This is an optimization exercise on Yosys and OpenROAD, whose aim is small area, not a production implementation.
The RTL was checked by simulation tests, not by an equivalence proof against the original design.
No driver is modelled on the clock port, so clock power and skew are understated where the tree is cut down; a real chip needs a root buffer or a tree.
Power is estimated from default activity; no workload was simulated.

==> flow/design.v <==
module topLevel(clk, rst, sw, btn, out, led);
input clk;
input rst;
input [7:0] sw;
input btn;
output out;
output [7:0] led;
localparam [6:0] DB_IDLE = 7'd72;
reg b_s0_q;
wire b_s0 = b_s0_q ^ 1'd1;
reg b_s1_q;
wire b_s1 = b_s1_q ^ 1'd0;
reg b_c_q;
wire b_c = b_c_q ^ 1'd0;
reg b_e_q;
wire b_e = b_e_q ^ 1'd0;
reg [6:0] b_n_q;
wire [6:0] b_n = b_n_q ^ 7'd85;
wire b_det = ~b_n[1] & ~b_n[3] & ~b_n[4] & ~b_n[5] & ~b_n[6];
wire b_diff = b_c ^ b_s1;
wire b_fire = b_diff & b_det;
always @(posedge clk) begin
	b_n_q <= ((b_diff & ~b_det) ? {b_n[5:0], b_n[6] ^ b_n[5]} : DB_IDLE) ^ 7'd85;
	if (rst) begin
		b_s0_q <= 1'd1; b_s1_q <= 1'd0; b_c_q <= 1'd0; b_e_q <= 1'd0;
	end else begin
		b_s0_q <= btn ^ 1'd1;
		b_s1_q <= b_s0 ^ 1'd0;
		b_c_q <= (b_det ? b_s1 : b_c) ^ 1'd0;
		b_e_q <= (b_fire & ~b_c) ^ 1'd0;
	end
end
reg s_s0_q;
wire s_s0 = s_s0_q ^ 1'd1;
reg s_s1_q;
wire s_s1 = s_s1_q ^ 1'd1;
reg s_c_q;
wire s_c = s_c_q ^ 1'd0;
reg s_e_q;
wire s_e = s_e_q ^ 1'd0;
reg [6:0] s_n_q;
wire [6:0] s_n = s_n_q ^ 7'd85;
wire s_det = ~s_n[1] & ~s_n[3] & ~s_n[4] & ~s_n[5] & ~s_n[6];
wire s_diff = s_c ^ s_s1;
wire s_fire = s_diff & s_det;
always @(posedge clk) begin
	s_n_q <= ((s_diff & ~s_det) ? {s_n[5:0], s_n[6] ^ s_n[5]} : DB_IDLE) ^ 7'd85;
	if (rst) begin
		s_s0_q <= 1'd1; s_s1_q <= 1'd1; s_c_q <= 1'd0; s_e_q <= 1'd0;
	end else begin
		s_s0_q <= sw[0] ^ 1'd1;
		s_s1_q <= s_s0 ^ 1'd1;
		s_c_q <= (s_det ? s_s1 : s_c) ^ 1'd0;
		s_e_q <= (s_fire) ^ 1'd0;
	end
end
reg sel_q;
wire sel = sel_q ^ 1'd0;
always @(posedge clk) begin
	if (rst) sel_q <= 1'd0;
	else sel_q <= (sel ^ b_e) ^ 1'd0;
end
reg v_q;
wire v = v_q ^ 1'd1;
reg [6:0] ledr_q;
wire [6:0] ledr = ledr_q ^ 7'd0;
reg [2:0] cs_q;
wire [2:0] cs = cs_q ^ 3'd1;
reg [2:0] code;
always @(*) begin
	case (ledr)
		7'b0000001: code = 4;
		7'b0000010: code = 1;
		7'b0000100: code = 2;
		7'b0001000: code = 3;
		7'b0010000: code = 0;
		7'b0100000: code = 5;
		7'b1000000: code = 6;
		default:    code = 7;
	endcase
end
always @(posedge clk) begin
	if (rst) begin
		v_q <= 1'd1; ledr_q <= 7'd0;
	end else begin
		v_q <= (v | s_e) ^ 1'd1;
		ledr_q <= (s_e ? sw[7:1] : ledr) ^ 7'd0;
	end
	cs_q <= (v ? code : 3'd4) ^ 3'd1;
end
wire [7:0] fload = (cs[2] ? (cs[1] ? (cs[0] ? 8'd30 : 8'd120) : (cs[0] ? 8'd159 : 8'd82)) : (cs[1] ? (cs[0] ? 8'd29 : 8'd76) : (cs[0] ? 8'd247 : 8'd80)));
reg [7:0] fcnt_q;
wire [7:0] fcnt = fcnt_q ^ 8'd85;
reg fo_q;
wire fo = fo_q ^ 1'd1;
wire f_det = fcnt[0] & ~fcnt[1] & ~fcnt[2] & fcnt[3] & fcnt[5] & ~fcnt[7];
always @(posedge clk) begin
	if (rst) begin
		fcnt_q <= 8'd60 ^ 8'd85; fo_q <= 1'd1;
	end else begin
		fcnt_q <= (f_det ? fload : {fcnt[6:0], fcnt[7] ^ fcnt[5] ^ fcnt[4] ^ fcnt[3]}) ^ 8'd85;
		fo_q <= (fo ^ f_det) ^ 1'd1;
	end
end
reg [14:0] tcnt_q;
wire [14:0] tcnt = tcnt_q ^ 15'd10922;
reg [5:0] idx_q;
wire [5:0] idx = idx_q ^ 6'd63;
wire t_det = ~tcnt[0] & tcnt[1] & ~tcnt[3] & ~tcnt[4] & ~tcnt[5] & ~tcnt[6] & ~tcnt[7] & ~tcnt[11] & ~tcnt[12] & ~tcnt[13] & ~tcnt[14];
always @(posedge clk) begin
	if (rst) begin
		tcnt_q <= 15'd1282 ^ 15'd10922; idx_q <= 6'd63 ^ 6'd63;
	end else begin
		tcnt_q <= (t_det ? 15'd1258 : {tcnt[13:0], tcnt[14] ^ tcnt[7]}) ^ 15'd10922;
		idx_q <= (idx + t_det) ^ 6'd63;
	end
end
wire [7:0] sload = (idx[2] ? (idx[1] ? (idx[0] ? 8'd188 : 8'd216) : (idx[0] ? 8'd188 : 8'd140)) : (idx[1] ? (idx[0] ? 8'd37 : 8'd188) : (idx[0] ? 8'd170 : (idx[5] ? (idx[4] ? 8'd229 : 8'd37) : (idx[4] ? 8'd97 : 8'd229)))));
reg [7:0] scnt_q;
wire [7:0] scnt = scnt_q ^ 8'd85;
reg so_q;
wire so = so_q ^ 1'd0;
wire g_det = ~scnt[0] & ~scnt[1] & scnt[2] & scnt[3] & scnt[4] & ~scnt[6] & ~scnt[7];
always @(posedge clk) begin
	if (rst) begin
		scnt_q <= 8'd142 ^ 8'd85; so_q <= 1'b1 ^ 1'd0;
	end else begin
		scnt_q <= (g_det ? sload : {scnt[6:0], scnt[7] ^ scnt[2]}) ^ 8'd85;
		so_q <= (so ^ g_det) ^ 1'd0;
	end
end
assign out = sel ? so : fo;
assign led = {sel, ledr};
endmodule
==> flow/config.mk <==
export PLATFORM = sky130hd
export DESIGN_NAME = topLevel
export DESIGN_NICKNAME = topLevel
export VERILOG_FILES = /design/flow/design.v
export SDC_FILE = /design/flow/constraint.sdc
export NUM_CORES = 4
export LEC_CHECK = 0
export CAP_MARGIN = 20
export CORE_MARGIN = 2
export CORE_UTILIZATION = 70
export CTS_BUF_LIST = sky130_fd_sc_hd__clkbuf_2 sky130_fd_sc_hd__clkbuf_4
export PLACE_DENSITY = 0.85
export SLEW_MARGIN = 20
==> flow/constraint.sdc <==
create_clock -name core_clock -period 10.0 [get_ports {clk}]
set_input_delay 2.0000 -clock core_clock [delete_from_list [all_inputs] [get_ports {clk}]]
set_output_delay 2.0000 -clock core_clock [all_outputs]
set_load 0.01 [all_outputs]
standard.sh (not shown) runs the stock make flow with config.mk's settings and CLKGATE_MAP_FILE= SYNTH_SCRIPT=/design/flow/synth_recipe.tcl, a recipe that flattens the netlist after the stock synthesis.
==> flow/flow/run.sh <==
#!/bin/bash
# Own layout flow: the standard flow (standard.sh) with these changes:
#  - synthesis is the standard one except for logic mapping: ABC runs the area script
#    flow/abc_area.script, and Yosys does not extract half/full adder cells
#    (ADDER_MAP_FILE empty), so ABC maps that logic too. The standard synthesis runs
#    first; if the registers of this synthesis (names and cell types) differ from the
#    standard synthesis's, the flow uses the standard synthesis's netlist instead.
#  - the port buffers are buf_1 cells, but buf_2 for an input that drives more than 16
#    pins (flow/port_buffers.tcl).
#  - the clock tree is built by flow/clock_tree.tcl (4 clkbuf_8, one per cluster of
#    registers) in place of clock_tree_synthesis; the rest of the CTS step (placement
#    legalisation, timing repair) is ORFS's own.
# ORFS writes each tool's log under orfs/logs/ (the standard synthesis's under
# std_synth/logs/); make's own output goes to flow_make_*.log.
set -euo pipefail
W=$PWD
R=orfs/results/$FLOW_PLATFORM/topLevel/base

# standard synthesis, for its registers
bash standard.sh synth > "$W/flow_make_std_synth.log" 2>&1
python3 "$W/flow/flops.py" "$W/$R/1_2_yosys.v" > "$W/flops_standard.txt"
rm -rf "$W/std_synth"
mkdir -p "$W/std_synth"
cp -r "$W/orfs/logs" "$W/orfs/results" "$W/orfs/reports" "$W/std_synth/" 2>/dev/null || true
rm -rf "$W/orfs"

rm -rf "$W/scripts"
cp -r "$FLOW_HOME/scripts" "$W/scripts"
cp "$W/flow/abc_area.script" "$W/scripts/abc_area.script"
grep -q '^log_cmd clock_tree_synthesis {\*}\$cts_args$' "$W/scripts/cts.tcl"
sed -i 's|^log_cmd clock_tree_synthesis {\*}\$cts_args$|source $::env(OWN_CLOCK_TREE)|' "$W/scripts/cts.tcl"
grep -q '^    buffer_ports {\*}\[env_var_or_empty BUFFER_PORTS_ARGS\]$' "$W/scripts/global_place.tcl"
sed -i 's|^    buffer_ports {\*}\[env_var_or_empty BUFFER_PORTS_ARGS\]$|&\n    source $::env(OWN_PORT_BUFFERS)|' "$W/scripts/global_place.tcl"
export OWN_PORT_BUFFERS="$W/flow/port_buffers.tcl" PORT_BUFFER_MAX_FANOUT=16
export OWN_CLOCK_TREE="$W/flow/clock_tree.tcl" CLOCK_PORT=clk CLOCK_TREE_NBUF=4 \
  CLOCK_TREE_CELL=sky130_fd_sc_hd__clkbuf_8
ARGS=(SCRIPTS_DIR="$W/scripts" ABC_AREA=1 ADDER_MAP_FILE=
      "BUFFER_PORTS_ARGS=-buffer_cell sky130_fd_sc_hd__buf_1")

bash standard.sh "${ARGS[@]}" synth > "$W/flow_make_synth.log" 2>&1
python3 "$W/flow/flops.py" "$W/$R/1_2_yosys.v" > "$W/flops_own.txt"
if ! cmp -s "$W/flops_standard.txt" "$W/flops_own.txt"; then
  echo "registers differ from the standard synthesis's: using the standard synthesis" | tee "$W/synth_fallback.txt"
  rm -rf "$W/orfs"
  bash standard.sh synth > "$W/flow_make_synth.log" 2>&1
fi
bash standard.sh "${ARGS[@]}" finish > "$W/flow_make.log" 2>&1
==> flow/flow/port_buffers.tcl <==
# After buffer_ports: an input port buffer (buf_1) that drives many pins becomes a
# buf_2, so that the net needs no further buffering.
set block [ord::get_db_block]
foreach bt [$block getBTerms] {
  if {[$bt getIoType] != "INPUT"} { continue }
  set net [$bt getNet]
  if {$net == "NULL"} { continue }
  foreach it [$net getITerms] {
    set inst [$it getInst]
    if {[[$inst getMaster] getName] != "sky130_fd_sc_hd__buf_1"} { continue }
    set out [[$inst findITerm X] getNet]
    if {$out == "NULL"} { continue }
    set fanout [expr {[llength [$out getITerms]] - 1}]
    if {$fanout > $::env(PORT_BUFFER_MAX_FANOUT)} {
      puts "port [$bt getName]: buffer [$inst getName] drives $fanout pins, now sky130_fd_sc_hd__buf_2"
      replace_cell [$inst getName] sky130_fd_sc_hd__buf_2
    }
  }
}
Other scripts of this flow, unchanged in this note and not shown: flow/flow/abc_area.script, flow/flow/clock_tree.tcl, flow/flow/flops.py
Next try:
--- a/flow/flow/run.sh
+++ b/flow/flow/run.sh
@@ -6,6 +6,5 @@
 #    first; if the registers of this synthesis (names and cell types) differ from the
 #    standard synthesis's, the flow uses the standard synthesis's netlist instead.
-#  - the port buffers are buf_1 cells, but buf_2 for an input that drives more than 16
-#    pins (flow/port_buffers.tcl).
+#  - the port buffers are buf_1 cells.
 #  - the clock tree is built by flow/clock_tree.tcl (4 clkbuf_8, one per cluster of
 #    registers) in place of clock_tree_synthesis; the rest of the CTS step (placement
@@ -30,7 +29,4 @@
 grep -q '^log_cmd clock_tree_synthesis {\*}\$cts_args$' "$W/scripts/cts.tcl"
 sed -i 's|^log_cmd clock_tree_synthesis {\*}\$cts_args$|source $::env(OWN_CLOCK_TREE)|' "$W/scripts/cts.tcl"
-grep -q '^    buffer_ports {\*}\[env_var_or_empty BUFFER_PORTS_ARGS\]$' "$W/scripts/global_place.tcl"
-sed -i 's|^    buffer_ports {\*}\[env_var_or_empty BUFFER_PORTS_ARGS\]$|&\n    source $::env(OWN_PORT_BUFFERS)|' "$W/scripts/global_place.tcl"
-export OWN_PORT_BUFFERS="$W/flow/port_buffers.tcl" PORT_BUFFER_MAX_FANOUT=16
 export OWN_CLOCK_TREE="$W/flow/clock_tree.tcl" CLOCK_PORT=clk CLOCK_TREE_NBUF=4 \
   CLOCK_TREE_CELL=sky130_fd_sc_hd__clkbuf_8
removed: flow/flow/port_buffers.tcl
Final area is about the same.
Routed wire length drops by 4.7%.
Clock power barely changes.
No run of this note takes its clock network from TritonCTS; it comes from the design's own scripts or RTL.

## what the ideal ports hide
How much do the figures lean on ideal ports? The routed layouts below were timed once more, with nothing changed but the port constraints. Step 1, drivers: a clkbuf_16 drives clk and a buf_2 each remaining input, both assumed. Step 2 adds t to the input delays and takes it off the output delays; t is the mean of the earliest and latest rising clock arrival at the registers after step 1. Input paths then give back, and output paths get back, about the clock's delay inside the block. Slacks: ideal / step 1 / step 2; pairs: ideal / step 1.
| run | shift t [ns] | slack for setup (ns) | worst register clock-pin slew, ns |
|---|---|---|---|
| the first run | 0.212 | 6.627 / 6.661 / 6.449 | 0.11 / 0.11 |
| the second run | 0.205 | 6.840 / 6.870 / 6.665 | 0.12 / 0.12 |
After both steps setup and hold are still met in every run listed. For the first run, which loses most, drivers alone change the setup slack by +0.034 ns; drivers and shift together by -0.178 ns.
